What follows belongs to an exercise in optimizing a design on an open flow for small area, a short achievable clock period and few clock cycles; a production flow would make more cautious choices.
The RTL was checked by simulation tests, not by an equivalence proof against the original design.

**flow/constraint.sdc**
```tcl
create_clock -name core_clock -period 6.0 [get_ports {clk}]
set_input_delay 1.2000 -clock core_clock [delete_from_list [all_inputs] [get_ports {clk}]]
set_output_delay 1.2000 -clock core_clock [all_outputs]
set_load 0.01 [all_outputs]
```
**flow/flow/run.sh**
```bash
#!/bin/bash
# The standard layout (standard.sh), with one synthesis change: no adder cell
# mapping (ADDER_MAP_FILE empty), so yosys leaves adders and comparators as
# plain gates for abc to optimise. Registers are mapped exactly as standard.
set -euo pipefail
bash standard.sh ADDER_MAP_FILE= finish > standard_flow.log 2>&1
```
**flow/design.v**
```verilog
module triangle (clk, reset, nt, xi, yi, busy, po, xo, yo);
   input clk, reset, nt;
   input [2:0] xi, yi;
   output reg busy, po;
   output reg [2:0] xo, yo;
reg [1:0] ld;            
reg [2:0] X2, Y2;
reg [2:0] YM;            
reg [2:0] W;             
reg       rt;            
reg [2:0] xe;            
reg [2:0] svl, svh;      
reg       fresh;         
reg [2:0] n, dou, din;
reg       up;
function [2:0] fdiv;
   input [2:0] w, n, d;
   begin
      case ({w, n, d})
      9'd1: fdiv = 3'd0;
      9'd2: fdiv = 3'd0;
      9'd3: fdiv = 3'd0;
      9'd4: fdiv = 3'd0;
      9'd5: fdiv = 3'd0;
      9'd6: fdiv = 3'd0;
      9'd7: fdiv = 3'd0;
      9'd9: fdiv = 3'd0;
      9'd10: fdiv = 3'd0;
      9'd11: fdiv = 3'd0;
      9'd12: fdiv = 3'd0;
      9'd13: fdiv = 3'd0;
      9'd14: fdiv = 3'd0;
      9'd15: fdiv = 3'd0;
      9'd18: fdiv = 3'd0;
      9'd19: fdiv = 3'd0;
      9'd20: fdiv = 3'd0;
      9'd21: fdiv = 3'd0;
      9'd22: fdiv = 3'd0;
      9'd23: fdiv = 3'd0;
      9'd27: fdiv = 3'd0;
      9'd28: fdiv = 3'd0;
      9'd29: fdiv = 3'd0;
      9'd30: fdiv = 3'd0;
      9'd31: fdiv = 3'd0;
      9'd36: fdiv = 3'd0;
      9'd37: fdiv = 3'd0;
      9'd38: fdiv = 3'd0;
      9'd39: fdiv = 3'd0;
      9'd45: fdiv = 3'd0;
      9'd46: fdiv = 3'd0;
      9'd47: fdiv = 3'd0;
      9'd54: fdiv = 3'd0;
      9'd55: fdiv = 3'd0;
      9'd63: fdiv = 3'd0;
      9'd65: fdiv = 3'd0;
      9'd66: fdiv = 3'd0;
      9'd67: fdiv = 3'd0;
      9'd68: fdiv = 3'd0;
      9'd69: fdiv = 3'd0;
      9'd70: fdiv = 3'd0;
      9'd71: fdiv = 3'd0;
      9'd73: fdiv = 3'd1;
      9'd74: fdiv = 3'd0;
      9'd75: fdiv = 3'd0;
      9'd76: fdiv = 3'd0;
      9'd77: fdiv = 3'd0;
      9'd78: fdiv = 3'd0;
      9'd79: fdiv = 3'd0;
      9'd82: fdiv = 3'd1;
      9'd83: fdiv = 3'd0;
      9'd84: fdiv = 3'd0;
      9'd85: fdiv = 3'd0;
      9'd86: fdiv = 3'd0;
      9'd87: fdiv = 3'd0;
      9'd91: fdiv = 3'd1;
      9'd92: fdiv = 3'd0;
      9'd93: fdiv = 3'd0;
      9'd94: fdiv = 3'd0;
      9'd95: fdiv = 3'd0;
      9'd100: fdiv = 3'd1;
      9'd101: fdiv = 3'd0;
      9'd102: fdiv = 3'd0;
      9'd103: fdiv = 3'd0;
      9'd109: fdiv = 3'd1;
      9'd110: fdiv = 3'd0;
      9'd111: fdiv = 3'd0;
      9'd118: fdiv = 3'd1;
      9'd119: fdiv = 3'd0;
      9'd127: fdiv = 3'd1;
      9'd129: fdiv = 3'd0;
      9'd130: fdiv = 3'd0;
      9'd131: fdiv = 3'd0;
      9'd132: fdiv = 3'd0;
      9'd133: fdiv = 3'd0;
      9'd134: fdiv = 3'd0;
      9'd135: fdiv = 3'd0;
      9'd137: fdiv = 3'd2;
      9'd138: fdiv = 3'd1;
      9'd139: fdiv = 3'd0;
      9'd140: fdiv = 3'd0;
      9'd141: fdiv = 3'd0;
      9'd142: fdiv = 3'd0;
      9'd143: fdiv = 3'd0;
      9'd146: fdiv = 3'd2;
      9'd147: fdiv = 3'd1;
      9'd148: fdiv = 3'd1;
      9'd149: fdiv = 3'd0;
      9'd150: fdiv = 3'd0;
      9'd151: fdiv = 3'd0;
      9'd155: fdiv = 3'd2;
      9'd156: fdiv = 3'd1;
      9'd157: fdiv = 3'd1;
      9'd158: fdiv = 3'd1;
      9'd159: fdiv = 3'd0;
      9'd164: fdiv = 3'd2;
      9'd165: fdiv = 3'd1;
      9'd166: fdiv = 3'd1;
      9'd167: fdiv = 3'd1;
      9'd173: fdiv = 3'd2;
      9'd174: fdiv = 3'd1;
      9'd175: fdiv = 3'd1;
      9'd182: fdiv = 3'd2;
      9'd183: fdiv = 3'd1;
      9'd191: fdiv = 3'd2;
      9'd193: fdiv = 3'd0;
      9'd194: fdiv = 3'd0;
      9'd195: fdiv = 3'd0;
      9'd196: fdiv = 3'd0;
      9'd197: fdiv = 3'd0;
      9'd198: fdiv = 3'd0;
      9'd199: fdiv = 3'd0;
      9'd201: fdiv = 3'd3;
      9'd202: fdiv = 3'd1;
      9'd203: fdiv = 3'd1;
      9'd204: fdiv = 3'd0;
      9'd205: fdiv = 3'd0;
      9'd206: fdiv = 3'd0;
      9'd207: fdiv = 3'd0;
      9'd210: fdiv = 3'd3;
      9'd211: fdiv = 3'd2;
      9'd212: fdiv = 3'd1;
      9'd213: fdiv = 3'd1;
      9'd214: fdiv = 3'd1;
      9'd215: fdiv = 3'd0;
      9'd219: fdiv = 3'd3;
      9'd220: fdiv = 3'd2;
      9'd221: fdiv = 3'd1;
      9'd222: fdiv = 3'd1;
      9'd223: fdiv = 3'd1;
      9'd228: fdiv = 3'd3;
      9'd229: fdiv = 3'd2;
      9'd230: fdiv = 3'd2;
      9'd231: fdiv = 3'd1;
      9'd237: fdiv = 3'd3;
      9'd238: fdiv = 3'd2;
      9'd239: fdiv = 3'd2;
      9'd246: fdiv = 3'd3;
      9'd247: fdiv = 3'd2;
      9'd255: fdiv = 3'd3;
      9'd257: fdiv = 3'd0;
      9'd258: fdiv = 3'd0;
      9'd259: fdiv = 3'd0;
      9'd260: fdiv = 3'd0;
      9'd261: fdiv = 3'd0;
      9'd262: fdiv = 3'd0;
      9'd263: fdiv = 3'd0;
      9'd265: fdiv = 3'd4;
      9'd266: fdiv = 3'd2;
      9'd267: fdiv = 3'd1;
      9'd268: fdiv = 3'd1;
      9'd269: fdiv = 3'd0;
      9'd270: fdiv = 3'd0;
      9'd271: fdiv = 3'd0;
      9'd274: fdiv = 3'd4;
      9'd275: fdiv = 3'd2;
      9'd276: fdiv = 3'd2;
      9'd277: fdiv = 3'd1;
      9'd278: fdiv = 3'd1;
      9'd279: fdiv = 3'd1;
      9'd283: fdiv = 3'd4;
      9'd284: fdiv = 3'd3;
      9'd285: fdiv = 3'd2;
      9'd286: fdiv = 3'd2;
      9'd287: fdiv = 3'd1;
      9'd292: fdiv = 3'd4;
      9'd293: fdiv = 3'd3;
      9'd294: fdiv = 3'd2;
      9'd295: fdiv = 3'd2;
      9'd301: fdiv = 3'd4;
      9'd302: fdiv = 3'd3;
      9'd303: fdiv = 3'd2;
      9'd310: fdiv = 3'd4;
      9'd311: fdiv = 3'd3;
      9'd319: fdiv = 3'd4;
      9'd321: fdiv = 3'd0;
      9'd322: fdiv = 3'd0;
      9'd323: fdiv = 3'd0;
      9'd324: fdiv = 3'd0;
      9'd325: fdiv = 3'd0;
      9'd326: fdiv = 3'd0;
      9'd327: fdiv = 3'd0;
      9'd329: fdiv = 3'd5;
      9'd330: fdiv = 3'd2;
      9'd331: fdiv = 3'd1;
      9'd332: fdiv = 3'd1;
      9'd333: fdiv = 3'd1;
      9'd334: fdiv = 3'd0;
      9'd335: fdiv = 3'd0;
      9'd338: fdiv = 3'd5;
      9'd339: fdiv = 3'd3;
      9'd340: fdiv = 3'd2;
      9'd341: fdiv = 3'd2;
      9'd342: fdiv = 3'd1;
      9'd343: fdiv = 3'd1;
      9'd347: fdiv = 3'd5;
      9'd348: fdiv = 3'd3;
      9'd349: fdiv = 3'd3;
      9'd350: fdiv = 3'd2;
      9'd351: fdiv = 3'd2;
      9'd356: fdiv = 3'd5;
      9'd357: fdiv = 3'd4;
      9'd358: fdiv = 3'd3;
      9'd359: fdiv = 3'd2;
      9'd365: fdiv = 3'd5;
      9'd366: fdiv = 3'd4;
      9'd367: fdiv = 3'd3;
      9'd374: fdiv = 3'd5;
      9'd375: fdiv = 3'd4;
      9'd383: fdiv = 3'd5;
      9'd385: fdiv = 3'd0;
      9'd386: fdiv = 3'd0;
      9'd387: fdiv = 3'd0;
      9'd388: fdiv = 3'd0;
      9'd389: fdiv = 3'd0;
      9'd390: fdiv = 3'd0;
      9'd391: fdiv = 3'd0;
      9'd393: fdiv = 3'd6;
      9'd394: fdiv = 3'd3;
      9'd395: fdiv = 3'd2;
      9'd396: fdiv = 3'd1;
      9'd397: fdiv = 3'd1;
      9'd398: fdiv = 3'd1;
      9'd399: fdiv = 3'd0;
      9'd402: fdiv = 3'd6;
      9'd403: fdiv = 3'd4;
      9'd404: fdiv = 3'd3;
      9'd405: fdiv = 3'd2;
      9'd406: fdiv = 3'd2;
      9'd407: fdiv = 3'd1;
      9'd411: fdiv = 3'd6;
      9'd412: fdiv = 3'd4;
      9'd413: fdiv = 3'd3;
      9'd414: fdiv = 3'd3;
      9'd415: fdiv = 3'd2;
      9'd420: fdiv = 3'd6;
      9'd421: fdiv = 3'd4;
      9'd422: fdiv = 3'd4;
      9'd423: fdiv = 3'd3;
      9'd429: fdiv = 3'd6;
      9'd430: fdiv = 3'd5;
      9'd431: fdiv = 3'd4;
      9'd438: fdiv = 3'd6;
      9'd439: fdiv = 3'd5;
      9'd447: fdiv = 3'd6;
      9'd449: fdiv = 3'd0;
      9'd450: fdiv = 3'd0;
      9'd451: fdiv = 3'd0;
      9'd452: fdiv = 3'd0;
      9'd453: fdiv = 3'd0;
      9'd454: fdiv = 3'd0;
      9'd455: fdiv = 3'd0;
      9'd457: fdiv = 3'd7;
      9'd458: fdiv = 3'd3;
      9'd459: fdiv = 3'd2;
      9'd460: fdiv = 3'd1;
      9'd461: fdiv = 3'd1;
      9'd462: fdiv = 3'd1;
      9'd463: fdiv = 3'd1;
      9'd466: fdiv = 3'd7;
      9'd467: fdiv = 3'd4;
      9'd468: fdiv = 3'd3;
      9'd469: fdiv = 3'd2;
      9'd470: fdiv = 3'd2;
      9'd471: fdiv = 3'd2;
      9'd475: fdiv = 3'd7;
      9'd476: fdiv = 3'd5;
      9'd477: fdiv = 3'd4;
      9'd478: fdiv = 3'd3;
      9'd479: fdiv = 3'd3;
      9'd484: fdiv = 3'd7;
      9'd485: fdiv = 3'd5;
      9'd486: fdiv = 3'd4;
      9'd487: fdiv = 3'd4;
      9'd493: fdiv = 3'd7;
      9'd494: fdiv = 3'd5;
      9'd495: fdiv = 3'd5;
      9'd502: fdiv = 3'd7;
      9'd503: fdiv = 3'd6;
      9'd511: fdiv = 3'd7;
      default: fdiv = 3'bxxx;
      endcase
   end
endfunction
function [2:0] cdiv;
   input [2:0] w, n, d;
   begin
      case ({w, n, d})
      9'd1: cdiv = 3'd0;
      9'd2: cdiv = 3'd0;
      9'd3: cdiv = 3'd0;
      9'd4: cdiv = 3'd0;
      9'd5: cdiv = 3'd0;
      9'd6: cdiv = 3'd0;
      9'd7: cdiv = 3'd0;
      9'd9: cdiv = 3'd0;
      9'd10: cdiv = 3'd0;
      9'd11: cdiv = 3'd0;
      9'd12: cdiv = 3'd0;
      9'd13: cdiv = 3'd0;
      9'd14: cdiv = 3'd0;
      9'd15: cdiv = 3'd0;
      9'd18: cdiv = 3'd0;
      9'd19: cdiv = 3'd0;
      9'd20: cdiv = 3'd0;
      9'd21: cdiv = 3'd0;
      9'd22: cdiv = 3'd0;
      9'd23: cdiv = 3'd0;
      9'd27: cdiv = 3'd0;
      9'd28: cdiv = 3'd0;
      9'd29: cdiv = 3'd0;
      9'd30: cdiv = 3'd0;
      9'd31: cdiv = 3'd0;
      9'd36: cdiv = 3'd0;
      9'd37: cdiv = 3'd0;
      9'd38: cdiv = 3'd0;
      9'd39: cdiv = 3'd0;
      9'd45: cdiv = 3'd0;
      9'd46: cdiv = 3'd0;
      9'd47: cdiv = 3'd0;
      9'd54: cdiv = 3'd0;
      9'd55: cdiv = 3'd0;
      9'd63: cdiv = 3'd0;
      9'd65: cdiv = 3'd0;
      9'd66: cdiv = 3'd0;
      9'd67: cdiv = 3'd0;
      9'd68: cdiv = 3'd0;
      9'd69: cdiv = 3'd0;
      9'd70: cdiv = 3'd0;
      9'd71: cdiv = 3'd0;
      9'd73: cdiv = 3'd1;
      9'd74: cdiv = 3'd1;
      9'd75: cdiv = 3'd1;
      9'd76: cdiv = 3'd1;
      9'd77: cdiv = 3'd1;
      9'd78: cdiv = 3'd1;
      9'd79: cdiv = 3'd1;
      9'd82: cdiv = 3'd1;
      9'd83: cdiv = 3'd1;
      9'd84: cdiv = 3'd1;
      9'd85: cdiv = 3'd1;
      9'd86: cdiv = 3'd1;
      9'd87: cdiv = 3'd1;
      9'd91: cdiv = 3'd1;
      9'd92: cdiv = 3'd1;
      9'd93: cdiv = 3'd1;
      9'd94: cdiv = 3'd1;
      9'd95: cdiv = 3'd1;
      9'd100: cdiv = 3'd1;
      9'd101: cdiv = 3'd1;
      9'd102: cdiv = 3'd1;
      9'd103: cdiv = 3'd1;
      9'd109: cdiv = 3'd1;
      9'd110: cdiv = 3'd1;
      9'd111: cdiv = 3'd1;
      9'd118: cdiv = 3'd1;
      9'd119: cdiv = 3'd1;
      9'd127: cdiv = 3'd1;
      9'd129: cdiv = 3'd0;
      9'd130: cdiv = 3'd0;
      9'd131: cdiv = 3'd0;
      9'd132: cdiv = 3'd0;
      9'd133: cdiv = 3'd0;
      9'd134: cdiv = 3'd0;
      9'd135: cdiv = 3'd0;
      9'd137: cdiv = 3'd2;
      9'd138: cdiv = 3'd1;
      9'd139: cdiv = 3'd1;
      9'd140: cdiv = 3'd1;
      9'd141: cdiv = 3'd1;
      9'd142: cdiv = 3'd1;
      9'd143: cdiv = 3'd1;
      9'd146: cdiv = 3'd2;
      9'd147: cdiv = 3'd2;
      9'd148: cdiv = 3'd1;
      9'd149: cdiv = 3'd1;
      9'd150: cdiv = 3'd1;
      9'd151: cdiv = 3'd1;
      9'd155: cdiv = 3'd2;
      9'd156: cdiv = 3'd2;
      9'd157: cdiv = 3'd2;
      9'd158: cdiv = 3'd1;
      9'd159: cdiv = 3'd1;
      9'd164: cdiv = 3'd2;
      9'd165: cdiv = 3'd2;
      9'd166: cdiv = 3'd2;
      9'd167: cdiv = 3'd2;
      9'd173: cdiv = 3'd2;
      9'd174: cdiv = 3'd2;
      9'd175: cdiv = 3'd2;
      9'd182: cdiv = 3'd2;
      9'd183: cdiv = 3'd2;
      9'd191: cdiv = 3'd2;
      9'd193: cdiv = 3'd0;
      9'd194: cdiv = 3'd0;
      9'd195: cdiv = 3'd0;
      9'd196: cdiv = 3'd0;
      9'd197: cdiv = 3'd0;
      9'd198: cdiv = 3'd0;
      9'd199: cdiv = 3'd0;
      9'd201: cdiv = 3'd3;
      9'd202: cdiv = 3'd2;
      9'd203: cdiv = 3'd1;
      9'd204: cdiv = 3'd1;
      9'd205: cdiv = 3'd1;
      9'd206: cdiv = 3'd1;
      9'd207: cdiv = 3'd1;
      9'd210: cdiv = 3'd3;
      9'd211: cdiv = 3'd2;
      9'd212: cdiv = 3'd2;
      9'd213: cdiv = 3'd2;
      9'd214: cdiv = 3'd1;
      9'd215: cdiv = 3'd1;
      9'd219: cdiv = 3'd3;
      9'd220: cdiv = 3'd3;
      9'd221: cdiv = 3'd2;
      9'd222: cdiv = 3'd2;
      9'd223: cdiv = 3'd2;
      9'd228: cdiv = 3'd3;
      9'd229: cdiv = 3'd3;
      9'd230: cdiv = 3'd2;
      9'd231: cdiv = 3'd2;
      9'd237: cdiv = 3'd3;
      9'd238: cdiv = 3'd3;
      9'd239: cdiv = 3'd3;
      9'd246: cdiv = 3'd3;
      9'd247: cdiv = 3'd3;
      9'd255: cdiv = 3'd3;
      9'd257: cdiv = 3'd0;
      9'd258: cdiv = 3'd0;
      9'd259: cdiv = 3'd0;
      9'd260: cdiv = 3'd0;
      9'd261: cdiv = 3'd0;
      9'd262: cdiv = 3'd0;
      9'd263: cdiv = 3'd0;
      9'd265: cdiv = 3'd4;
      9'd266: cdiv = 3'd2;
      9'd267: cdiv = 3'd2;
      9'd268: cdiv = 3'd1;
      9'd269: cdiv = 3'd1;
      9'd270: cdiv = 3'd1;
      9'd271: cdiv = 3'd1;
      9'd274: cdiv = 3'd4;
      9'd275: cdiv = 3'd3;
      9'd276: cdiv = 3'd2;
      9'd277: cdiv = 3'd2;
      9'd278: cdiv = 3'd2;
      9'd279: cdiv = 3'd2;
      9'd283: cdiv = 3'd4;
      9'd284: cdiv = 3'd3;
      9'd285: cdiv = 3'd3;
      9'd286: cdiv = 3'd2;
      9'd287: cdiv = 3'd2;
      9'd292: cdiv = 3'd4;
      9'd293: cdiv = 3'd4;
      9'd294: cdiv = 3'd3;
      9'd295: cdiv = 3'd3;
      9'd301: cdiv = 3'd4;
      9'd302: cdiv = 3'd4;
      9'd303: cdiv = 3'd3;
      9'd310: cdiv = 3'd4;
      9'd311: cdiv = 3'd4;
      9'd319: cdiv = 3'd4;
      9'd321: cdiv = 3'd0;
      9'd322: cdiv = 3'd0;
      9'd323: cdiv = 3'd0;
      9'd324: cdiv = 3'd0;
      9'd325: cdiv = 3'd0;
      9'd326: cdiv = 3'd0;
      9'd327: cdiv = 3'd0;
      9'd329: cdiv = 3'd5;
      9'd330: cdiv = 3'd3;
      9'd331: cdiv = 3'd2;
      9'd332: cdiv = 3'd2;
      9'd333: cdiv = 3'd1;
      9'd334: cdiv = 3'd1;
      9'd335: cdiv = 3'd1;
      9'd338: cdiv = 3'd5;
      9'd339: cdiv = 3'd4;
      9'd340: cdiv = 3'd3;
      9'd341: cdiv = 3'd2;
      9'd342: cdiv = 3'd2;
      9'd343: cdiv = 3'd2;
      9'd347: cdiv = 3'd5;
      9'd348: cdiv = 3'd4;
      9'd349: cdiv = 3'd3;
      9'd350: cdiv = 3'd3;
      9'd351: cdiv = 3'd3;
      9'd356: cdiv = 3'd5;
      9'd357: cdiv = 3'd4;
      9'd358: cdiv = 3'd4;
      9'd359: cdiv = 3'd3;
      9'd365: cdiv = 3'd5;
      9'd366: cdiv = 3'd5;
      9'd367: cdiv = 3'd4;
      9'd374: cdiv = 3'd5;
      9'd375: cdiv = 3'd5;
      9'd383: cdiv = 3'd5;
      9'd385: cdiv = 3'd0;
      9'd386: cdiv = 3'd0;
      9'd387: cdiv = 3'd0;
      9'd388: cdiv = 3'd0;
      9'd389: cdiv = 3'd0;
      9'd390: cdiv = 3'd0;
      9'd391: cdiv = 3'd0;
      9'd393: cdiv = 3'd6;
      9'd394: cdiv = 3'd3;
      9'd395: cdiv = 3'd2;
      9'd396: cdiv = 3'd2;
      9'd397: cdiv = 3'd2;
      9'd398: cdiv = 3'd1;
      9'd399: cdiv = 3'd1;
      9'd402: cdiv = 3'd6;
      9'd403: cdiv = 3'd4;
      9'd404: cdiv = 3'd3;
      9'd405: cdiv = 3'd3;
      9'd406: cdiv = 3'd2;
      9'd407: cdiv = 3'd2;
      9'd411: cdiv = 3'd6;
      9'd412: cdiv = 3'd5;
      9'd413: cdiv = 3'd4;
      9'd414: cdiv = 3'd3;
      9'd415: cdiv = 3'd3;
      9'd420: cdiv = 3'd6;
      9'd421: cdiv = 3'd5;
      9'd422: cdiv = 3'd4;
      9'd423: cdiv = 3'd4;
      9'd429: cdiv = 3'd6;
      9'd430: cdiv = 3'd5;
      9'd431: cdiv = 3'd5;
      9'd438: cdiv = 3'd6;
      9'd439: cdiv = 3'd6;
      9'd447: cdiv = 3'd6;
      9'd449: cdiv = 3'd0;
      9'd450: cdiv = 3'd0;
      9'd451: cdiv = 3'd0;
      9'd452: cdiv = 3'd0;
      9'd453: cdiv = 3'd0;
      9'd454: cdiv = 3'd0;
      9'd455: cdiv = 3'd0;
      9'd457: cdiv = 3'd7;
      9'd458: cdiv = 3'd4;
      9'd459: cdiv = 3'd3;
      9'd460: cdiv = 3'd2;
      9'd461: cdiv = 3'd2;
      9'd462: cdiv = 3'd2;
      9'd463: cdiv = 3'd1;
      9'd466: cdiv = 3'd7;
      9'd467: cdiv = 3'd5;
      9'd468: cdiv = 3'd4;
      9'd469: cdiv = 3'd3;
      9'd470: cdiv = 3'd3;
      9'd471: cdiv = 3'd2;
      9'd475: cdiv = 3'd7;
      9'd476: cdiv = 3'd6;
      9'd477: cdiv = 3'd5;
      9'd478: cdiv = 3'd4;
      9'd479: cdiv = 3'd3;
      9'd484: cdiv = 3'd7;
      9'd485: cdiv = 3'd6;
      9'd486: cdiv = 3'd5;
      9'd487: cdiv = 3'd4;
      9'd493: cdiv = 3'd7;
      9'd494: cdiv = 3'd6;
      9'd495: cdiv = 3'd5;
      9'd502: cdiv = 3'd7;
      9'd503: cdiv = 3'd6;
      9'd511: cdiv = 3'd7;
      default: cdiv = 3'bxxx;
      endcase
   end
endfunction
function [2:0] add3;
   input [2:0] a, b;
   begin
      add3 = a + b;
   end
endfunction
function [2:0] sub3;
   input [2:0] a, b;
   begin
      sub3 = a - b;
   end
endfunction
function gt3;
   input [2:0] a, b;
   begin
      gt3 = (a[2] & ~b[2]) | (~(a[2] ^ b[2]) & ((a[1] & ~b[1]) | (~(a[1] ^ b[1]) & a[0] & ~b[0])));
   end
endfunction
function [2:0] absd3;
   input [2:0] a, b;
   begin
      absd3 = (a > b) ? a - b : b - a;
   end
endfunction
function [2:0] subp3;
   input [2:0] a, b;
   begin
      subp3 = (a > b) ? a - b : 3'd0;
   end
endfunction
wire       run  = ld == 2'd3;
wire       adv  = run && !fresh && xo == xe;    
wire       sem  = gt3(svl, svh);                
wire [2:0] slo  = rt ? sub3(X2, svh) : add3(X2, svl);
wire [2:0] shi  = rt ? sub3(X2, svl) : add3(X2, svh);
wire       tip  = gt3(din, n);                  
wire [2:0] vlo  = cdiv(W, n, dou);
wire [2:0] vhi  = tip ? fdiv(W, n, din) : W;
wire       nz   = n == 3'd0;
wire       eq12 = up && din == 3'd0;            
wire       take = adv || (fresh && (run || (ld == 2'd2 && !up)));
wire [2:0] ybas = (ld == 2'd1) ? yo : Y2;
wire [2:0] dyu  = sub3(yi, ybas);
wire [2:0] dyd  = sub3(ybas, yi);
wire       yigt = gt3(yi, ybas);
always @(posedge clk or posedge reset) begin
   if (reset) begin
      busy <= 1'b0; po <= 1'b0; ld <= 2'd0;
   end else if (ld == 2'd0) begin
      po <= 1'b0;
      if (nt) begin
         busy <= 1'b1; ld <= 2'd1;
      end
   end else if (ld == 2'd1) begin
      ld <= 2'd2; po <= 1'b1;
   end else if (ld == 2'd2) begin
      ld <= 2'd3;
      po <= eq12;                     
   end else begin
      if (xo != xe) begin
         po <= 1'b1;
         if (add3(xo, 3'd1) == xe && yo == YM) begin
            busy <= 1'b0; ld <= 2'd0;
         end
      end else if (fresh) begin
         po <= 1'b0;
      end else begin
         po <= !sem;
         if (!sem && svl == svh && add3(yo, 3'd1) == YM) begin
            busy <= 1'b0; ld <= 2'd0;
         end
      end
   end
end
always @(posedge clk) begin
   if (fresh || adv) begin
      svl <= vlo; svh <= vhi;
   end
   if (take) begin
      n  <= (up || nz) ? add3(n, 3'd1) : sub3(n, 3'd1);
      up <= up || nz;
   end
   if (ld == 2'd0) begin
      xo <= xi; yo <= yi;             
   end else if (ld == 2'd1) begin
      W  <= absd3(xi, xo);
      rt <= gt3(xi, xo);
      X2 <= xi; Y2 <= yi; YM <= 3'd7;
      fresh <= 1'b1;
      if (yigt) begin                 
         up <= 1'b0; n <= add3(yi, ~yo); dou <= dyu; din <= 3'd0;
      end else begin                  
         up <= 1'b1; n <= 3'd1; din <= dyd;
      end
      if (gt3(yo, yi)) begin
         xo <= xi; xe <= xi; yo <= yi;
      end else if (yi == yo) begin
         xo <= gt3(xi, xo) ? xo : xi; xe <= gt3(xi, xo) ? xi : xo;
      end else begin
         xe <= xo;
      end
   end else if (ld == 2'd2) begin
      YM <= yigt ? yi : Y2;
      if (up || nz) dou <= dyu;
      if (up) begin
      end else if (nz) din <= 3'd0;   
      else din <= yigt ? 3'd0 : dyd;
      fresh <= up;
      if (eq12) xo <= add3(xo, 3'd1);
   end else begin
      if (take && !up && nz) begin    
         dou <= sub3(YM, Y2); din <= 3'd0;
      end
      fresh <= 1'b0;
      if (xo != xe) begin
         xo <= add3(xo, 3'd1);
      end else if (!fresh) begin
         yo <= add3(yo, 3'd1);
         xe <= shi;
         xo <= sem ? shi : slo;
      end
   end
end
endmodule
```
**flow/standard.sh**
```bash
#!/bin/bash
# synth_recipe.tcl (not shown) runs the flow's synth.tcl, then flattens the netlist and writes it again
# the make line also repeats each setting of config.mk as NAME=value (left out here)
make -C /OpenROAD-flow-scripts/flow DESIGN_CONFIG=/design/flow/config.mk WORK_HOME=/design/flow/orfs CLKGATE_MAP_FILE= SYNTH_SCRIPT=/design/flow/synth_recipe.tcl "${@:-finish}"
```
**flow/config.mk**
```make
export PLATFORM = sky130hd
export DESIGN_NAME = triangle
export DESIGN_NICKNAME = triangle
export VERILOG_FILES = /design/flow/design.v
export SDC_FILE = /design/flow/constraint.sdc
export NUM_CORES = 4
export LEC_CHECK = 0
export ABC_AREA = 1
export CAP_MARGIN = 20
export CORE_MARGIN = 2
export CORE_UTILIZATION = 80
export SETUP_SLACK_MARGIN = 3.4
export SLEW_MARGIN = 20
```
==> flow_summary_export.csv, run 1 <==
group,metric,value,unit
yosys,synth_top_area_frac,0.2514,
yosys,syn_area_per_cell,6.138,um2
yosys,yosys.area.top_type,"edfxtp_1",
die,rows,26,
die,die_h,76.29,um
outcome,status,"aborted with a tool error",
die,die_w,76.29,um
yosys,yosys-top-cells-area,"edfxtp_1 25%, nand2_1 20%, nand3_1 8.6%",
die,start_util,0.8237,
yosys,synth_seq_cells,43,
yosys,syn_inst,681,
outcome,haltStage,"global placement (3_3_place_gp)",
place,portBuffers,16,
yosys,synth.net_count,690,
yosys,ys_async_sr_fraction,0.09302,
yosys,synth-edff-count,35,
yosys,yosysUniqueCellTypes,40,
outcome,error_line,"[ERROR GPL-0301] Utilization 100.338 % exceeds 100%.",
die,io_pins,17,
yosys,ys_seq_area_frac,0.2945,
yosys,synthFlopType,"edfxtp_1",
yosys,yosys_warnings,1,
yosys,syn_area,0.004180,mm2
## Yosys cell counts (all sizes together), types with 8 or more instances
cell type  count
buf           13
o21ai         46
clkbuf        10
o211ai         9
nand3         72
nor3           9
nor2          67
edfxtp        35
nand2        236
a21oi         35
a31oi          8
inv           82
xor2          12
## cell families after synthesis
kind of cell,after synthesis,share of synthesized area
and+or+nand+nor,396,0.3999
xor gates and xnor gates,18,0.03951
DFF,43,0.2945
AOI/OAI and AO/OA,119,0.1631
buffers and inverters,105,0.1030
Testbench counts, summed over its fixed seeds: cycles 5,273.
==> inputs of run 2 (changes only) <==
--- a/flow/config.mk
+++ b/flow/config.mk
@@ -8,6 +8,6 @@
 export ABC_AREA = 1
 export CAP_MARGIN = 20
 export CORE_MARGIN = 2
-export CORE_UTILIZATION = 80
+export CORE_UTILIZATION = 40
 export SETUP_SLACK_MARGIN = 3.4
 export SLEW_MARGIN = 20
==> run 2 against run 1 <==
Against the previous run: synthesized cell count stayed put; area after synthesis did not move; the run now finishes clean.
==> flow_summary_export.csv, run 2 <==
group,metric,value,unit
clocking,clockBufferDepth,2,
global_route,grt_overflow_total,0,
place,preCtsSetupSlack,2.723,ns
global_route,grt_most_used_layer,"met2",
timing,grt_setup_unrepaired,"false",
global_route,grtUsageTotal,0.2132,
yosys,synth_commonest_cells,"227 x nand2_1, 78 x inv_1, 72 x nand3_1",
global_route,grt_use_met1,0.2933,
global_route,grt_max_degree,29,
die,io_pins,17,
clocking,cts_tree,"done",
outcome,status,"complete, no violations",
worst_setup_path,worstPathRequired,4.80,ns
yosys,synth_seq_cells,43,
drt,drc_errors,0,
drt,ant_nets,0,
worst_setup_path,critPathLaunchType,"flip-flop",
yosys,syn_area_per_cell,6.138,um2
yosys,synth-edff-count,35,
layout,fin_nets,695,
timing,setup_ws,3.480,ns
yosys,ys_seq_area_frac,0.2945,
global_route,antenna_found_initial,0,
clocking,clock_sinks,43,
timing,maxClockFrequency,0.3968,GHz
worst_setup_path,worst_setup_path_end_kind,"primary output",
layout,fin_util,0.4476,
timing,finalHoldViolCount,0,
layout,layout_commonest_cell,"nand2_1",
worst_setup_path,path_cells,"clkdlybuf4s50_1",
layout,fill_cells,1071,
die,die_w,106.2,um
drt,wl,11820,um
layout,antenna_cells,0,
clocking,cts-root-buf,"clkbuf_8",
worst_setup_path,cp_data_arrival_time,1.32,ns
die,rows,37,
drt,drtPass1Iterations,5,
worst_setup_path,crit_family,"buffers and inverters",
drt,num_vias,4412,
worst_setup_path,worst_path_max_delay_cell,"clkdlybuf4s50_1",
yosys,yosys.area.top_type,"edfxtp_1",
drt,viasPerCell,5.361,
timing,finalCritPeriodShare,0.4200,
timing,drv_slew,0,
die,die-area,0.01128,mm2
yosys,yosys_warnings,1,
worst_setup_path,worstSetupPathType,"reg2out",
timing,finalSetupViolations,0,
timing,tightest_slew,0.7757,ns
clocking,cts.clk_slew.worst_paths,0.09,ns
yosys,yosys-top-cells-area,"edfxtp_1 25%, nand2_1 20%, nand3_1 8.6%",
place,hpwl,9005,um
yosys,ys_async_sr_fraction,0.09302,
layout,final_cell_mix,"227 x nand2_1, 77 x inv_1, 72 x nand3_1, 64 x nor2_1, 42 x o21ai_0",
global_route,grt_pass1_wl,19620,um
timing,tns,0,ns
yosys,yosysUniqueCellTypes,40,
global_route,grt_pass1_vias,4167,
yosys,synthFlopType,"edfxtp_1",
layout,synthToLayoutAreaGrowth,9.548,%
clocking,clk_latency,0.30,ns
place,place_congestion,0.8697,
global_route,grt_use_met2,0.3585,
clocking,numCtsBuffers,5,
yosys,yosys.cell_count.top_type,"nand2_1",
drt,wl_per_cell,14.36,um
timing,skew,0.01173,ns
yosys,syn_inst,681,
die,core-area,0.01023,mm2
timing,max_slew_margin,0.4821,
yosys,synth.net_count,690,
drt,drtIter0Drc,329,
worst_setup_path,worstPathMaxFanout,6,
worst_setup_path,slowest_delay,0.57,ns
clocking,htreeDepth,2,
layout,drive_gt1_frac,0.05677,
timing,fin_crit,2.520,ns
worst_setup_path,timing.critical_path.buf_inv,1,
die,die_h,106.2,um
die,start_util,0.4086,
worst_hold_path,min_path_type,"reg2reg",
place,portBuffers,16,
yosys,syn_area,0.004180,mm2
yosys,synth_top_area_frac,0.2514,
job,cap_viol_max_count,0,
global_route,use_met3,0.01717,
## run 2: cell counts after synthesis
Identical to the previous run, type by type.
## run 2: kinds of logic (layout without fill, tap and decap cells)
family          Yosys count  in the layout  share of synthesized area
xor+xnor                 18             18                    0.03951
simple gates            396            396                     0.3999
flops                    43             43                     0.2945
compound gates          119            119                     0.1631
buf+inv                 105            111                     0.1030
## run 2: timing repair
action | CTS | global route
resized for setup | 13 | 3
hold buffers | 0 | 0
setup endpoints to repair | 17 | 8
pin swaps | 2 | 1
buffers inserted | 3 | 0
## run 2: worst paths after layout
path / from / endpoint / slack (ns) / cells after the start
setup / recovery: yo[1] / yo[1] / 3.48 / 1
hold / removal: busy / busy / 0.51 / 2
setup reg to reg: n[2] / svh[0] / 3.69 / 9
hold reg to reg: busy / busy / 0.51 / 2
max in group asynchronous: reset / ld[1] / 4.77 / 2
min in group asynchronous: reset / busy / 1.07 / 2
## run 2: per-layer routing
layer  vias up  routed length (um)
li1       2256                   -
met1      2034                5629
met2       108                5553
met3        14                 473
met4         0                 161
met5         -                   0
## run 2: area by class of cell
cell class                 count  area (um2)  area share
multi-input combinational    533        2555      0.5579
inverter                      82       315.3     0.06885
tap                          136       170.2     0.03716
sequential                    43        1232      0.2691
timing repair buffer          21       193.9     0.04235
clock inverter                 3       43.79    0.009563
clock buffer                   5       68.82     0.01503
## run 2: stage by stage
step                      instance area (um2)  cells  hold slack [ns]
after detailed placement                 4410    812           0.4874
after global routing                     4579    823           0.5309
after CTS                                4568    823           0.5131
final                                    4579    823           0.5095
after global placement                   4410    812           0.4800
after floorplan                          4180    681           0.5177
## run 2: worst min-delay path: stages (launching register included)
cell     delay, ns
dfrtp_1       0.38
nand2_1       0.06
nand2_1       0.05
==> inputs of run 3 (changes only) <==
--- a/flow/config.mk
+++ b/flow/config.mk
@@ -8,6 +8,6 @@
 export ABC_AREA = 1
 export CAP_MARGIN = 20
 export CORE_MARGIN = 2
-export CORE_UTILIZATION = 40
-export SETUP_SLACK_MARGIN = 3.4
+export CORE_UTILIZATION = 65
+export SETUP_SLACK_MARGIN = 4.0
 export SLEW_MARGIN = 20
==> run 3 against run 2 <==
Against the previous run: maximum frequency grew 10%; highest routed layer unchanged; still clean on timing, DRC and antenna; critical path depth up 10; via count is 21% higher; clock skew rose by 0.00052 ns; wire length rose by 33%.
==> flow_summary_export.csv, run 3 <==
group,metric,value,unit
outcome,status,"complete, no violations",
layout,fin_nets,734,
yosys,synth-edff-count,35,
worst_hold_path,min_path_type,"reg2reg",
worst_setup_path,cp_data_arrival_time,2.34,ns
global_route,grt_overflow_total,0,
global_route,antenna_found_initial,0,
place,place_congestion,0.9769,
yosys,yosys_warnings,1,
clocking,cts.clk_slew.worst_paths,0.09,ns
layout,layout_commonest_cell,"nand2_1",
die,io_pins,17,
layout,fill_cells,395,
yosys,ys_seq_area_frac,0.2945,
die,die_w,84.20,um
yosys,syn_inst,681,
clocking,htreeDepth,2,
global_route,grt_pass1_vias,4607,
layout,fin_util,0.8178,
place,hpwl,8792,um
yosys,ys_async_sr_fraction,0.09302,
worst_setup_path,path_cells,"buf_4 -> inv_2 -> nand2_2 -> nand2_2 -> o21ai_4 -> nand2_2 -> nand2_2 -> a21oi_4 -> a21oi_1 -> o21ai_1 -> nand2_1",
yosys,synthFlopType,"edfxtp_1",
timing,tightest_slew,0.7145,ns
yosys,yosys-top-cells-area,"edfxtp_1 25%, nand2_1 20%, nand3_1 8.6%",
worst_hold_path,hold_start,"busy",
worst_setup_path,worstSetupPathType,"in2reg",
die,start_util,0.6659,
layout,synthToLayoutAreaGrowth,22.81,%
global_route,grtUsageTotal,0.3697,
die,die_h,84.20,um
die,rows,29,
layout,antenna_cells,0,
place,portBuffers,16,
worst_setup_path,slowest_delay,0.20,ns
yosys,syn_area_per_cell,6.138,um2
worst_setup_path,ff2ff_setup_slack,4.00,ns
timing,drv_slew,0,
worst_setup_path,worst_path_max_delay_cell,"a21oi_4",
clocking,cts_tree,"done",
layout,fin_cells,803,
worst_setup_path,timing.critical_path.buf_inv,2,
worst_setup_path,worst_setup_path_end_kind,"flip-flop",
yosys,syn_area,0.004180,mm2
timing,finalSetupViolations,0,
clocking,clock_sinks,43,
drt,drc_errors,0,
job,cap_viol_max_count,0,
drt,drtPass1Iterations,7,
yosys,synth_seq_cells,43,
place,dp_cells,752,
worst_setup_path,crit_family,"simple AND/OR/NAND/NOR gates",
worst_setup_path,r2r-end,"xe[1]",
timing,grt_setup_unrepaired,"true",
global_route,grt_pass1_wl,21280,um
timing,finalHoldViolCount,0,
worst_setup_path,worstPathMaxFanout,4,
timing,tns,0,ns
yosys,synth_top_area_frac,0.2514,
yosys,yosysUniqueCellTypes,40,
clocking,clockBufferDepth,2,
timing,finalCritPeriodShare,0.3802,
drt,wl,15710,um
worst_hold_path,hold_path_end,"busy",
layout,final_cell_mix,"206 x nand2_1, 70 x nand3_1, 67 x inv_1, 53 x nor2_1, 40 x buf_4",
timing,max_slew_margin,0.5215,
drt,viasPerCell,6.653,
drt,num_vias,5342,
global_route,grt_max_degree,29,
worst_setup_path,worstPathRequired,6.06,ns
clocking,clk_latency,0.32,ns
timing,timing.hold.ws,0.5160,ns
worst_setup_path,critPathLaunchType,"input port",
timing,maxClockFrequency,0.4384,GHz
worst_hold_path,hold_depth,2,
worst_setup_path,rr_startpoint,"xo[1]",
timing,skew,0.01225,ns
drt,drtIter0Drc,920,
die,die-area,0.007089,mm2
timing,fin_crit,2.281,ns
yosys,synth_commonest_cells,"227 x nand2_1, 78 x inv_1, 72 x nand3_1",
worst_setup_path,path_common_cell,"nand2_2",
clocking,ctsHoldBuffers,0,
drt,ant_nets,0,
clocking,numCtsBuffers,5,
die,core-area,0.006277,mm2
layout,drive_gt1_frac,0.2066,
clocking,cts-root-buf,"clkbuf_8",
yosys,yosys.area.top_type,"edfxtp_1",
yosys,synth.net_count,690,
drt,wl_per_cell,19.56,um
worst_setup_path,r2r_cells,11,
yosys,yosys.cell_count.top_type,"nand2_1",
-- run 3: cell types whose count changed in the layout (fill, tap and decap cells not counted), sizes merged, moves of 2 or more --
cell | before | now
buf | 5 | 56
clkdlybuf4s50 | 10 | 2
dlygate4sd2 | 5 | 0
clkinvlp | 0 | 2
inv | 82 | 80
-- run 3: final cells by class --
class | count | area (um2) | share of cell area
Multi-Input combinational cell | 534 | 2854 | 0.5559
Inverter | 82 | 347.8 | 0.06776
Clock inverter | 3 | 43.79 | 0.008530
Clock buffer | 5 | 68.82 | 0.01340
Tap cell | 77 | 96.34 | 0.01877
Timing Repair Buffer | 59 | 484.2 | 0.09432
Sequential cell | 43 | 1239 | 0.2413
-- run 3: cell families (layout without fill, tap and decap cells) --
kind of cell / Yosys count / count (layout) / synth area share
AND/OR/NAND/NOR: 396 / 397 / 0.3999
XOR/XNOR: 18 / 18 / 0.03951
buffers and inverters: 105 / 149 / 0.1030
AO/OA/AOI/OAI: 119 / 119 / 0.1631
flip-flops: 43 / 43 / 0.2945
-- run 3: tightest hold or removal path: stages (launching register included) --
cell     delay [ns]
dfrtp_1        0.37
nand2_1        0.06
nand2_1        0.05
-- run 3: timing repair --
item / in CTS / in global routing
endpoints found under the hold margin: 0 / 0
gates cloned: 0 / 1
pin swaps: 14 / 20
setup buffers: 13 / 29
gates resized for setup: 109 / 50
endpoints found under the setup margin: 46 / 42
-- run 3: metal layers --
metal,vias up,GRT usage,part of all wire,wire [um]
met5,-,0,0,0
li1,2335,-,-,-
met1,2363,0.4791,0.36,5626
met3,136,0.06195,0.11,1802
met2,508,0.6068,0.46,7173
met4,0,0.1716,0.070,1107
-- run 3: worst max-delay path by stage --
stage	start	endpoint	cells past startpoint
6_report	xi[1]	xe[1]	11
4_1_cts	xi[1]	xe[1]	11
2_1_floorplan	yi[2]	xo[0]	6
3_3_place_gp	yi[2]	xe[1]	9
5_1_grt	xi[1]	xe[0]	11
3_5_place_dp	yi[2]	xe[1]	9
-- run 3: per-stage QoR --
step | instance area [um2] | setup slack [ns]
2_1_floorplan | 4259 | 3.684
3_3_place_gp | 4408 | 2.889
3_5_place_dp | 4408 | 2.805
4_1_cts | 4716 | 3.839
5_1_grt | 5134 | 3.712
6_report | 5134 | 3.719
==> inputs of run 4 (changes only) <==
--- a/flow/config.mk
+++ b/flow/config.mk
@@ -9,5 +9,5 @@
 export CAP_MARGIN = 20
 export CORE_MARGIN = 2
 export CORE_UTILIZATION = 65
-export SETUP_SLACK_MARGIN = 4.0
+export SETUP_SLACK_MARGIN = 3.55
 export SLEW_MARGIN = 20
==> run 4 against run 3 <==
Against the previous run: still clean; wire length fell by 25%; flip-flop and latch count is the same; sequential share of layout area is 3.2 points higher; non-clock buffer count is 35 lower; worst hold slack gained 0.0017 ns; maximum frequency down 5.5%; die area did not move; critical path depth down 10; worst setup slack worse by 0.13 ns.
==> flow_summary_export.csv, run 4 <==
group,metric,value,unit
clocking,clockBufferDepth,2,
clocking,clk_latency,0.30,ns
worst_setup_path,critPathLaunchType,"flip-flop",
timing,fin_crit,2.414,ns
outcome,status,"complete, no violations",
drt,drtIter0Drc,514,
timing,skew,0.006401,ns
die,die_h,84.20,um
global_route,grtUsageTotal,0.3409,
worst_setup_path,ff2ff_setup_slack,3.65,ns
global_route,use_met3,0.05900,
timing,grt_setup_unrepaired,"true",
place,place_congestion,0.9637,
worst_setup_path,path_cells,"clkdlybuf4s50_1",
yosys,yosys-top-cells-area,"edfxtp_1 25%, nand2_1 20%, nand3_1 8.6%",
drt,drc_errors,0,
yosys,synth_xor_area_frac,0.03951,
worst_setup_path,slowest_delay,0.55,ns
layout,final_cell_mix,"224 x nand2_1, 76 x inv_1, 72 x nand3_1, 64 x nor2_1, 41 x o21ai_0",
clocking,ctsHoldBuffers,0,
yosys,synth_commonest_cells,"227 x nand2_1, 78 x inv_1, 72 x nand3_1",
layout,fin_util,0.7182,
yosys,ys_seq_area_frac,0.2945,
clocking,numCtsBuffers,5,
yosys,synth.net_count,690,
worst_setup_path,worst_setup_path_end_kind,"primary output",
yosys,yosys-mux-area-fraction,0,
drt,wl_per_cell,15.38,um
timing,tns,0,ns
drt,num_vias,4626,
worst_setup_path,crit_family,"buffers and inverters",
yosys,syn_inst,681,
yosys,yosys_warnings,1,
timing,drv_slew,0,
worst_setup_path,worstPathRequired,4.80,ns
clocking,cts_tree,"done",
global_route,grt_most_used_layer,"met2",
die,core-area,0.006277,mm2
die,start_util,0.6659,
layout,antenna_cells,0,
clocking,clock_sinks,43,
drt,viasPerCell,6.031,
die,rows,29,
drt,ant_nets,0,
clocking,cts.clk_slew.worst_paths,0.08,ns
drt,wl,11800,um
yosys,synth_top_family_by_area,"simple AND/OR/NAND/NOR gates",
yosys,synthFlopType,"edfxtp_1",
global_route,grt_overflow_total,0,
timing,finalHoldViolCount,0,
worst_setup_path,worst_path_max_delay_cell,"clkdlybuf4s50_1",
global_route,grt_max_degree,29,
yosys,synth_compound_area_frac,0.1631,
worst_setup_path,worstPathMaxFanout,2,
worst_hold_path,min_path_type,"reg2reg",
place,portBuffers,16,
global_route,antenna_found_initial,0,
yosys,synthAdderAreaFrac,0,
layout,fin_nets,698,
yosys,yosys.area.top_type,"edfxtp_1",
die,die-area,0.007089,mm2
worst_setup_path,worstSetupPathType,"reg2out",
yosys,synth_seq_cells,43,
yosys,yosysUniqueCellTypes,40,
clocking,cts-root-buf,"clkbuf_8",
global_route,grt_pass1_wl,19790,um
yosys,yosys.cell_count.top_type,"nand2_1",
yosys,yosys.area_share.simple,0.3999,
timing,max_slew_margin,0.4749,
worst_setup_path,cp_data_arrival_time,1.21,ns
yosys,synth_top_area_frac,0.2514,
global_route,grt_pass1_vias,4306,
global_route,grt_use_met1,0.4383,
yosys,syn_area,0.004180,mm2
die,io_pins,17,
yosys,syn_area_per_cell,6.138,um2
timing,maxClockFrequency,0.4142,GHz
layout,synthToLayoutAreaGrowth,7.842,%
timing,tightest_slew,0.7866,ns
yosys,ys_async_sr_fraction,0.09302,
layout,layout_commonest_cell,"nand2_1",
place,hpwl,8627,um
timing,finalSetupViolations,0,
layout,drive_gt1_frac,0.06957,
clocking,htreeDepth,2,
worst_setup_path,timing.critical_path.buf_inv,1,
job,cap_viol_max_count,0,
yosys,synth-edff-count,35,
timing,finalCritPeriodShare,0.4024,
drt,drtPass1Iterations,6,
global_route,grt_use_met2,0.5729,
die,die_w,84.20,um
==> run 4: cell types whose count changed in the layout (fill, tap and decap cells not counted), sizes merged, moves of 2 or more <==
cell	change
buf	-48
clkdlybuf4s50	+4
dlymetal6s2s	+4
clkbuf	+2
clkdlybuf4s15	+2
dlygate4sd2	+2
inv	+2
==> run 4: worst reg2reg max path: stages (launching register included) <==
cell and delay, ns:
dfxtp_1 0.84, inv_1 0.47, a21oi_1 0.28, a21oi_1 0.09
nand2_1 0.10, nand2_1 0.05, nand3_1 0.11, nand2_1 0.06
nand2_1 0.06, nand2_1 0.05
==> run 4: final timing paths <==
path,start,to,cells past startpoint
worst min register to register,busy,busy,2
min in group asynchronous,reset,busy,2
worst max register to register,n[2],svh[0],9
worst min-delay path,busy,busy,2
worst max-delay path,yo[2],yo[2],1
max in group asynchronous,reset,ld[1],2
==> run 4: what timing repair did <==
action | in CTS | in global routing
endpoints found under the setup margin | 22 | 23
buffers inserted | 6 | 1
gates resized for setup | 15 | 16
pin swaps | 2 | 4
==> run 4: layout make-up <==
class / instances / area, um2
clock inverters: 2 / 12.51
clock buffers: 6 / 72.57
well taps: 77 / 96.34
fillers: 543 / 1769
inverters: 82 / 315.3
flip-flops and latches: 43 / 1234
multi-input cells: 533 / 2559
repair buffers: 24 / 219.0
==> run 4: stage by stage <==
step	instance area, um2	std cells	worst slack, ns	hold slack (ns)
6_report	4508	767	3.586	0.5176
5_1_grt	4508	767	3.486	0.5271
4_1_cts	4478	766	3.554	0.5074
3_5_place_dp	4334	752	2.896	0.4824
3_3_place_gp	4334	752	2.929	0.4893
2_1_floorplan	4185	681	3.631	0.5177
==> run 4: cell families (layout without fill, tap and decap cells) <==
group	after synthesis	count (layout)
AOI/OAI and AO/OA	119	119
DFF	43	43
xor gates and xnor gates	18	18
buffers and inverters	105	114
and+or+nand+nor	396	396
==> run 4: metal layers <==
metal  wire length (um)  vias up
met5                  0        -
met4                343        0
met3                928       34
met2               5593      230
met1               4934     2101
li1                   -     2261
==> inputs of run 5 (changes only) <==
--- a/flow/config.mk
+++ b/flow/config.mk
@@ -8,6 +8,6 @@
 export ABC_AREA = 1
 export CAP_MARGIN = 20
 export CORE_MARGIN = 2
-export CORE_UTILIZATION = 65
-export SETUP_SLACK_MARGIN = 3.55
+export CORE_UTILIZATION = 70
+export SETUP_SLACK_MARGIN = 3.7
 export SLEW_MARGIN = 20
==> run 5 against run 4 <==
Against the previous run: utilization up 6.9 points; wire length rose by 11%; sequential share of layout area decreased by 0.54 points; maximum frequency grew 5.1%; non-clock buffer count grew 2; cell count unchanged; cell area rose by 2.1%; still clean on timing, DRC and antenna.
==> flow_summary_export.csv, run 5 <==
group,metric,value,unit
yosys,synth-edff-count,35,
global_route,grtUsageTotal,0.3922,
yosys,synthFlopType,"edfxtp_1",
worst_setup_path,path_cells,"dlygate4sd2_1",
yosys,yosysUniqueCellTypes,40,
clocking,ctsHoldBuffers,0,
yosys,yosys-mux-area-fraction,0,
clocking,htreeDepth,2,
job,cap_viol_max_count,0,
worst_setup_path,ff2ff_setup_slack,3.75,ns
die,rows,28,
yosys,yosys.cell_count.top_type,"nand2_1",
timing,max_slew_margin,0.6238,
worst_setup_path,rr_startpoint,"ld[1]",
worst_setup_path,cp_data_arrival_time,1.10,ns
worst_setup_path,crit_path_end,"yo[1]",
worst_setup_path,slowest_delay,0.46,ns
layout,drive_gt1_frac,0.1084,
drt,viasPerCell,6.346,
die,start_util,0.7145,
global_route,grt_overflow_total,0,
global_route,grt_pass1_vias,4327,
layout,antenna_cells,0,
timing,finalSetupViolations,0,
timing,finalCritPeriodShare,0.3827,
layout,fin_cells,767,
yosys,yosys-top-cells-area,"edfxtp_1 25%, nand2_1 20%, nand3_1 8.6%",
worst_setup_path,r2r-end,"dou[2]",
global_route,grt_max_degree,29,
die,die-area,0.006606,mm2
yosys,synth_compound_area_frac,0.1631,
worst_setup_path,path_depth,1,
drt,num_vias,4867,
layout,fin_util,0.7868,
yosys,synth_commonest_cells,"227 x nand2_1, 78 x inv_1, 72 x nand3_1",
place,dp_cells,750,
timing,tns,0,ns
yosys,yosys.area.top_type,"edfxtp_1",
clocking,cts_tree,"done",
layout,fin_nets,700,
place,portBuffers,16,
worst_setup_path,critPathLaunchType,"flip-flop",
timing,drv_slew,0,
worst_hold_path,min_path_type,"reg2reg",
worst_setup_path,worstPathMaxFanout,2,
worst_setup_path,worstPathRequired,4.80,ns
drt,drc_errors,0,
layout,multi_input_area,0.002623,mm2
layout,synthToLayoutAreaGrowth,10.12,%
timing,tightest_slew,0.5617,ns
yosys,ys_seq_area_frac,0.2945,
layout,fill_cells,408,
yosys,yosys_warnings,1,
drt,drtIter0Drc,682,
drt,wl,13070,um
timing,fin_crit,2.296,ns
yosys,syn_area_per_cell,6.138,um2
timing,grt_setup_unrepaired,"true",
clocking,cts.clk_slew.worst_paths,0.10,ns
layout,layout_commonest_cell,"nand2_1",
yosys,yosys.area_share.simple,0.3999,
yosys,synth_top_area_frac,0.2514,
clocking,clock_sinks,43,
yosys,synth_top_family_by_area,"simple AND/OR/NAND/NOR gates",
clocking,clockBufferDepth,2,
layout,seq_area,0.001235,mm2
yosys,synth_xor_area_frac,0.03951,
place,hpwl,8752,um
place,place_congestion,0.9881,
yosys,synth_seq_cells,43,
global_route,grt_pass1_wl,19860,um
layout,final_cell_mix,"214 x nand2_1, 75 x inv_1, 71 x nand3_1, 60 x nor2_1, 39 x o21ai_0",
die,core-area,0.005851,mm2
drt,wl_per_cell,17.04,um
worst_setup_path,timing.critical_path.buf_inv,1,
worst_setup_path,worstSetupPathType,"reg2out",
global_route,antenna_found_initial,0,
worst_setup_path,worstSetupStartpoint,"yo[1]",
yosys,syn_area,0.004180,mm2
yosys,syn_inst,681,
die,io_pins,17,
clocking,cts-root-buf,"clkbuf_8",
timing,timing.hold.ws,0.5161,ns
worst_setup_path,r2r_cells,11,
timing,skew,0.02002,ns
die,die_w,81.28,um
die,die_h,81.28,um
clocking,numCtsBuffers,5,
worst_setup_path,worst_setup_path_end_kind,"primary output",
worst_setup_path,worst_path_max_delay_cell,"edfxtp_1",
yosys,ys_async_sr_fraction,0.09302,
outcome,status,"complete, no violations",
drt,drtPass1Iterations,5,
timing,maxClockFrequency,0.4355,GHz
timing,finalHoldViolCount,0,
yosys,synth.net_count,690,
clocking,clk_latency,0.32,ns
drt,ant_nets,0,
worst_hold_path,hold_start,"busy",
yosys,synthAdderAreaFrac,0,
worst_setup_path,crit_family,"flip-flops",
[run 5: cells by family after synthesis]
| family | Yosys count |
|---|---|
| xor+xnor | 18 |
| compound gates | 119 |
| buf+inv | 105 |
| simple gates | 396 |
| flops | 43 |
[run 5: worst min-delay path by stage]
| stage | end | slack [ns] | depth (start not counted) |
|---|---|---|---|
| after floorplan | busy | 0.52 | 2 |
| after global placement | busy | 0.49 | 2 |
| after detailed placement | busy | 0.49 | 2 |
| after CTS | busy | 0.51 | 2 |
| after global routing | busy | 0.53 | 2 |
| final | busy | 0.52 | 2 |
[run 5: per-layer routing]
| metal | track usage | part of all wire |
|---|---|---|
| met4 | 0.1627 | 0.044 |
| met3 | 0.07444 | 0.097 |
| met2 | 0.6762 | 0.47 |
| met1 | 0.4781 | 0.39 |
| met5 | 0 | 0 |
[run 5: worst register-to-register path: stages (launching register included)]
cell and delay, ns:
dfrtp_2 0.52, inv_8 0.15, nand2_4 0.19, o21ai_2 0.25, nand2_2 0.12, nand2_2 0.08
nand2_2 0.07, nand2_4 0.07, nand2_4 0.07, inv_1 0.12, o22ai_1 0.11, nor2_2 0.20
[run 5: through the flow]
step	area (um2)	setup WS, ns
floorplan	4205	3.684
global placement	4352	2.899
detailed placement	4352	2.771
CTS	4581	3.714
global route	4603	3.631
finish	4603	3.704
[run 5: layout make-up]
type	count	area share
Clock buffer	5	0.01495
Timing Repair Buffer	26	0.04594
Clock inverter	3	0.009513
Multi-Input combinational cell	533	0.5697
Inverter	82	0.07121
Sequential cell	43	0.2683
Tap cell	75	0.02039
[run 5: timing repair]
item | 4_1_cts | 5_1_grt
setup buffers | 8 | 1
pin swaps | 6 | 4
resized for setup | 49 | 18
setup endpoints to repair | 34 | 22
hold endpoints to repair | 0 | 0
==> inputs of run 6 (changes only) <==
--- a/flow/config.mk
+++ b/flow/config.mk
@@ -8,6 +8,7 @@
 export ABC_AREA = 1
 export CAP_MARGIN = 20
 export CORE_MARGIN = 2
-export CORE_UTILIZATION = 70
+export CORE_UTILIZATION = 65
+export PLACE_DENSITY = 0.8
 export SETUP_SLACK_MARGIN = 3.7
 export SLEW_MARGIN = 20
==> run 6 against run 5 <==
Against the previous run: still clean on timing, DRC and antenna; flip-flop and latch count is the same; count of clock-buffer cells in the layout stayed put; synthesized cell count is the same; clock skew down 0.014 ns; via count decreased by 5.3%; die area is 7.3% higher; critical path depth up 9; critical path type is now in2reg; highest routed layer unchanged.
==> flow_summary_export.csv, run 6 <==
group,metric,value,unit
yosys,synthFlopType,"edfxtp_1",
die,start_util,0.6659,
die,die_w,84.20,um
job,cap_viol_max_count,0,
timing,skew,0.005777,ns
yosys,yosys.area.top_type,"edfxtp_1",
worst_hold_path,min_path_type,"reg2reg",
global_route,grt_max_degree,29,
clocking,clk_latency,0.31,ns
worst_hold_path,hold_depth,2,
yosys,ys_async_sr_fraction,0.09302,
yosys,synth-edff-count,35,
drt,drtIter0Drc,491,
clocking,cts.clk_slew.worst_paths,0.08,ns
clocking,cts_tree,"done",
yosys,synth_commonest_cells,"227 x nand2_1, 78 x inv_1, 72 x nand3_1",
yosys,synth_seq_cells,43,
worst_setup_path,cp_data_arrival_time,2.38,ns
timing,maxClockFrequency,0.4323,GHz
timing,timing.hold.ws,0.4979,ns
timing,max_slew_margin,0.6448,
drt,ant_nets,0,
clocking,clock_sinks,43,
layout,antenna_cells,0,
drt,wl,11930,um
worst_hold_path,hold_start,"busy",
clocking,ctsHoldBuffers,0,
timing,finalSetupViolations,0,
global_route,antenna_found_initial,0,
worst_setup_path,worst_setup_path_end_kind,"flip-flop",
die,rows,29,
yosys,yosys.cell_count.top_type,"nand2_1",
place,preCtsSetupSlack,2.822,ns
die,die_h,84.20,um
clocking,cts-root-buf,"clkbuf_8",
drt,viasPerCell,6.012,
global_route,grt_overflow_total,0,
drt,drtPass1Iterations,6,
global_route,grtUsageTotal,0.3387,
place,dp_cells,752,
clocking,htreeDepth,2,
timing,grt_setup_unrepaired,"true",
timing,setup_ws,3.687,ns
timing,tns,0,ns
layout,synthToLayoutAreaGrowth,9.368,%
layout,fill_cells,517,
drt,wl_per_cell,15.55,um
worst_setup_path,worstSetupPathType,"in2reg",
layout,drive_gt1_frac,0.09565,
yosys,synth_top_area_frac,0.2514,
outcome,status,"complete, no violations",
worst_setup_path,worstSetupStartpoint,"yi[2]",
layout,fin_cells,767,
global_route,grt_pass1_wl,19560,um
place,place_congestion,1.008,
drt,num_vias,4611,
clocking,numCtsBuffers,5,
yosys,ys_seq_area_frac,0.2945,
worst_setup_path,r2r_cells,10,
worst_setup_path,worstPathMaxFanout,5,
worst_setup_path,rr_startpoint,"xo[2]",
layout,layout_commonest_cell,"nand2_1",
yosys,syn_area_per_cell,6.138,um2
clocking,clockBufferDepth,2,
yosys,syn_area,0.004180,mm2
timing,drv_slew,0,
die,core-area,0.006277,mm2
yosys,yosysUniqueCellTypes,40,
layout,fin_nets,698,
worst_setup_path,critPathLaunchType,"input port",
drt,drc_errors,0,
timing,finalHoldViolCount,0,
worst_setup_path,worstPathRequired,6.06,ns
die,die-area,0.007089,mm2
timing,fin_crit,2.313,ns
global_route,grt_pass1_vias,4261,
die,io_pins,17,
yosys,synth.net_count,690,
yosys,yosys_warnings,1,
timing,finalCritPeriodShare,0.3855,
yosys,syn_inst,681,
layout,final_cell_mix,"216 x nand2_1, 75 x inv_1, 71 x nand3_1, 62 x nor2_1, 40 x o21ai_0",
place,hpwl,8555,um
place,portBuffers,16,
yosys,yosys-top-cells-area,"edfxtp_1 25%, nand2_1 20%, nand3_1 8.6%",
timing,tightest_slew,0.5304,ns
run 6: cell counts after synthesis:
No cell type changed its count.
run 6: final cells by class:
cell class                 instances  area [um2]  share of cell area
sequential                        43        1237              0.2707
timing repair buffer              24       188.9             0.04132
tap                               77       96.34             0.02107
inverter                          82       327.8             0.07170
clock buffer                       5       68.82             0.01505
multi-input combinational        533        2609              0.5706
clock inverter                     3       43.79            0.009579
run 6: critical path, cell delays in order:
cell and delay, ns:
buf_6 0.12, inv_12 0.03, or2_1 0.25, nand2_2 0.10, nor3_4 0.06, buf_4 0.14
a21oi_4 0.19, a21oi_1 0.11, o21ai_1 0.12, nand2_1 0.07
run 6: final timing paths:
kind                          end  slack, ns
max                         xe[1]       3.69
min                          busy       0.50
max reg2reg                din[0]       3.81
min reg2reg                  busy       0.50
max in group asynchronous   ld[1]       4.78
min in group asynchronous      po       1.06
run 6: per-layer routing:
| layer | track usage | wire length [um] |
|---|---|---|
| met5 | 0 | 0 |
| met1 | 0.4592 | 4967 |
| met3 | 0.04425 | 1017 |
| met2 | 0.5556 | 5606 |
| met4 | 0.1290 | 337 |
run 6: cell families (layout without fill, tap and decap cells):
logic type             count (synthesis)  count (layout)  share of synthesized area
AO/OA/AOI/OAI                        119             119                     0.1631
XOR/XNOR                              18              18                    0.03951
buffers and inverters                105             114                     0.1030
flip-flops                            43              43                     0.2945
AND/OR/NAND/NOR                      396             396                     0.3999
run 6: per-stage QoR:
step                cell area, um2  utilization
detailed placement            4354       0.6936
global placement              4354       0.6936
floorplan                     4205            -
CTS                           4547       0.7243
finish                        4572       0.7283
global route                  4572       0.7283
run 6: repair_timing:
action | CTS | global route
setup buffers | 6 | 1
resized for setup | 41 | 23
pin swaps | 3 | 5
setup endpoints to repair | 34 | 21

-- re-timing with driven ports --
The results above use ideal ports. As a check the final layouts listed here were re-extracted and re-timed, cells and wires unchanged.
Step 1 sets driving cells, clkbuf_16 on the clock port and buf_2 on the other inputs (assumed; they add their load-dependent delay and slew).
Step 2 moves the port delays by t, midway between the first and last clock arrival at a register: inputs arrive t later, outputs are due t later. That takes back most of the time a late clock gives input paths.
Slacks: no drivers / after step 1 / after step 2; pairs: no drivers / after step 1.
run	shift t [ns]	slack for setup (ns)	worst register clock-pin slew, ns
run 2	0.322	3.480 / 3.449 / 3.171	0.09 / 0.09
run 3	0.348	3.719 / 3.722 / 3.374	0.10 / 0.10
run 4	0.322	3.586 / 3.555 / 3.327	0.09 / 0.09
run 5	0.347	3.704 / 3.671 / 3.357	0.10 / 0.10
run 6	0.334	3.687 / 3.683 / 3.349	0.09 / 0.09
After both steps setup and hold are still met in every run listed. The setup slack of run 5, which loses most, moves by -0.033 ns with the drivers and by -0.347 ns with both steps.
